What follows belongs to an exercise in optimizing a design on an open flow for small area; a production flow would make more cautious choices. Function was checked by simulation only, so behaviour that the tests miss may differ from the original. Power is estimated from default activity; no workload was simulated.

==> 10-19: inputs <==
==> flow/design.v (excerpt) <==
module Main(clk, vga_h_sync, vga_v_sync, vga_R, vga_G, vga_B, right, left, reset, start);
==> flow/config.mk <==
export PLATFORM = sky130hd
export DESIGN_NAME = Main
export DESIGN_NICKNAME = Main
export VERILOG_FILES = /design/flow/design.v
export SDC_FILE = /design/flow/constraint.sdc
export NUM_CORES = 4
export LEC_CHECK = 0
export ABC_AREA = 1
export CAP_MARGIN = 0
export CORE_MARGIN = 2
export CORE_UTILIZATION = 65
export PLACE_DENSITY = 0.75
export SLEW_MARGIN = 0
==> flow/constraint.sdc <==
create_clock -name core_clock -period 10.0 [get_ports {clk}]
set_input_delay 2.0000 -clock core_clock [delete_from_list [all_inputs] [get_ports {clk}]]
set_output_delay 2.0000 -clock core_clock [all_outputs]
set_load 0.01 [all_outputs]
standard.sh (not shown) runs the stock make flow with config.mk's settings and CLKGATE_MAP_FILE= SYNTH_SCRIPT=/design/flow/synth_recipe.tcl, a recipe that flattens the netlist after the stock synthesis.
==> flow/flow/run.sh <==
#!/bin/bash
# Layout flow: the standard flow (standard.sh) with these changes:
#  - synthesis: the logic is mapped with ABC's area-oriented mapper
#    (flow/abc_map.script) in place of ORFS's abc_area.script, and Yosys's
#    extract_fa (full/half adder extraction) is skipped; registers are made
#    exactly as in the standard synthesis;
#  - the port buffers are the smallest buffer;
#  - the clock tree is built from small clock buffers without dummy loads.
set -euo pipefail
HERE=$(pwd)
{
  cat <<EOT
proc abc {args} {
  set i [lsearch -exact \$args -script]
  if {\$i >= 0} { lset args [expr {\$i + 1}] $HERE/flow/abc_map.script }
  yosys abc {*}\$args
}
proc extract_fa {args} { puts "extract_fa skipped" }
EOT
  cat synth_recipe.tcl
} > my_synth.tcl
bash standard.sh SYNTH_SCRIPT=$HERE/my_synth.tcl synth > synth.log 2>&1
bash standard.sh "BUFFER_PORTS_ARGS=-buffer_cell sky130_fd_sc_hd__buf_1" \
  "CTS_ARGS=-sink_clustering_enable -repair_clock_nets -buf_list sky130_fd_sc_hd__clkbuf_8 -root_buf sky130_fd_sc_hd__clkbuf_8 -dont_use_dummy_load" \
  finish > layout.log 2>&1
==> flow/flow/abc_map.script <==
strash
dc2
dch
amap
topo
==> 03-06: changes against 10-19 <==
- CORE_UTILIZATION: 65 -> 40
- PLACE_DENSITY: 0.75 -> 0.6
==> key figures <==
Power and ir drop
  • Internal Power: 0.390 mW
  • Clk. pwr: about 0.19 mW

Route
  • Wire length on met3: between 2 and 2.5 mm

Run status
  • Status: no timing/DRC/antenna violations

Cells and area
  • Signal buffers share of area: 0.0127
-- figures above: 03-06

==> key figures <==
Power and ir drop
  • Internal Power: between 0.3 and 0.4 mW
  • Clk. pwr: roughly 0.19 mW

Route
  • DR WL met2: 9.23 mm

Clock tree
  • TritonCTS Buffers: 9

Cells and area
  • Signal buffers share of area: 0.0105

Run
  • Max Cap Violations: 0

Run status
  • Status: no timing/DRC/antenna violations

Floorplanning
  • Core area: 8680 µm²

Placement
  • Dpl cells: roughly 1100
-- figures above: 10-19


==> trial 12 <==
Starting RTL as in the previous note.
==> flow/config.mk <==
export PLATFORM = sky130hd
export DESIGN_NAME = Main
export DESIGN_NICKNAME = Main
export VERILOG_FILES = /design/flow/design.v
export SDC_FILE = /design/flow/constraint.sdc
export NUM_CORES = 4
export LEC_CHECK = 0
export ABC_AREA = 1
export CAP_MARGIN = 20
export CORE_MARGIN = 2
export CORE_UTILIZATION = 55
export PLACE_DENSITY = 0.7
export SLEW_MARGIN = 20
==> flow/constraint.sdc <==
create_clock -name core_clock -period 10.0 [get_ports {clk}]
set_input_delay 2.0000 -clock core_clock [delete_from_list [all_inputs] [get_ports {clk}]]
set_output_delay 2.0000 -clock core_clock [all_outputs]
set_load 0.01 [all_outputs]
Scripts as last shown in full above: flow/flow/run.sh, flow/flow/abc_map.script
==> trial 73: changes against trial 12 <==
--- a/flow/flow/run.sh
+++ b/flow/flow/run.sh
@@ -23,3 +23,3 @@
 bash standard.sh "BUFFER_PORTS_ARGS=-buffer_cell sky130_fd_sc_hd__buf_1" \
-  "CTS_ARGS=-sink_clustering_enable -repair_clock_nets -buf_list sky130_fd_sc_hd__clkbuf_8 -root_buf sky130_fd_sc_hd__clkbuf_8 -dont_use_dummy_load" \
+  "CTS_ARGS=-sink_clustering_enable -repair_clock_nets -buf_list sky130_fd_sc_hd__clkbuf_4 -root_buf sky130_fd_sc_hd__clkbuf_8 -dont_use_dummy_load -sink_clustering_size 10 -sink_clustering_max_diameter 50 -balance_levels" \
   finish > layout.log 2>&1
--- a/flow/config.mk
+++ b/flow/config.mk
@@ -10,4 +10,4 @@
 export CORE_MARGIN = 2
-export CORE_UTILIZATION = 55
-export PLACE_DENSITY = 0.7
+export CORE_UTILIZATION = 40
+export PLACE_DENSITY = 0.6
 export SLEW_MARGIN = 20
==> run summary <==
metric                                                                   trial 12     trial 73
Met1 demand-to-capacity share in global routing                            53.65%       40.08%
Hold slack final                                                        0.4592 ns    0.4542 ns
Filler instances                                                              997         1508
Result of the run                                no timing/DRC/antenna violations  no timing/DRC/antenna violations
Number of cells after detailed placement                                     1084         1128
Post-placement cell area                                                 6027 µm²     6082 µm²
Wire length of the first global-routing pass                             37360 µm     34870 µm
Worst Skew                                                             0.02848 ns   0.02115 ns
Non-clk buf share                                                          1.282%       1.270%
Routability congestion estimate from global placement                       1.066        1.043
1st-iter DRT viols                                                           1291         1032
Starting utilization of the core area                                      56.22%       41.31%
Worst-Margin Slew                                                       0.9405 ns    0.8052 ns
Count of placed standard cells in the final layout, fillers left out         1093         1137
Combinational gate power                                                  51.0 µW      46.5 µW
Clock distribution area overhead in the final layout                       2.014%       1.996%
Cell leakage power                                                    0.001982 µW  0.001983 µW
Worst EP arrival                                                          6.37 ns      6.04 ns
Dpl ws                                                                   4.303 ns     4.527 ns
Half-perimeter wire length after placement                               17940 µm     16700 µm
Fraction of standard cell area in multi-input logic                        62.59%       62.04%
Total wire length                                                        23760 µm     22160 µm
Worst R2R Setup Slack                                                     3.87 ns      4.24 ns
Number of vias per cell                                                     7.053        6.368
Total Power Consumption                                                  545.9 µW     540.0 µW

-- port drivers added, routing unchanged --
Ports are ideal in the flow. The routed layouts listed here were re-timed in OpenROAD. Step 1 sets driving cells, clkbuf_16 on the clock port and buf_2 on the other inputs (assumed; they add their load-dependent delay and slew). Step 2 moves the port delays by t, midway between the first and last clock arrival at a register: inputs arrive t later, outputs are due t later. That takes back most of the time a late clock gives input paths. a / b / c = no drivers / after step 1 / after step 2; a / b = the first two.
run	t, ns	setup slack, ns	worst setup path after step 2	slew at the worst register clock pin (ns)	worst data-port slew with drivers (ns)
10-19	0.398	3.884 / 3.884 / 3.884	register to register	0.09 / 0.09	0.03
03-06	0.411	4.238 / 4.238 / 4.238	register to register	0.09 / 0.09	0.03
trial 12	0.392	3.874 / 3.874 / 3.874	register to register	0.09 / 0.09	0.03
trial 73	0.411	4.238 / 4.238 / 4.238	register to register	0.09 / 0.09	0.03
After both steps every run listed still meets setup and hold.
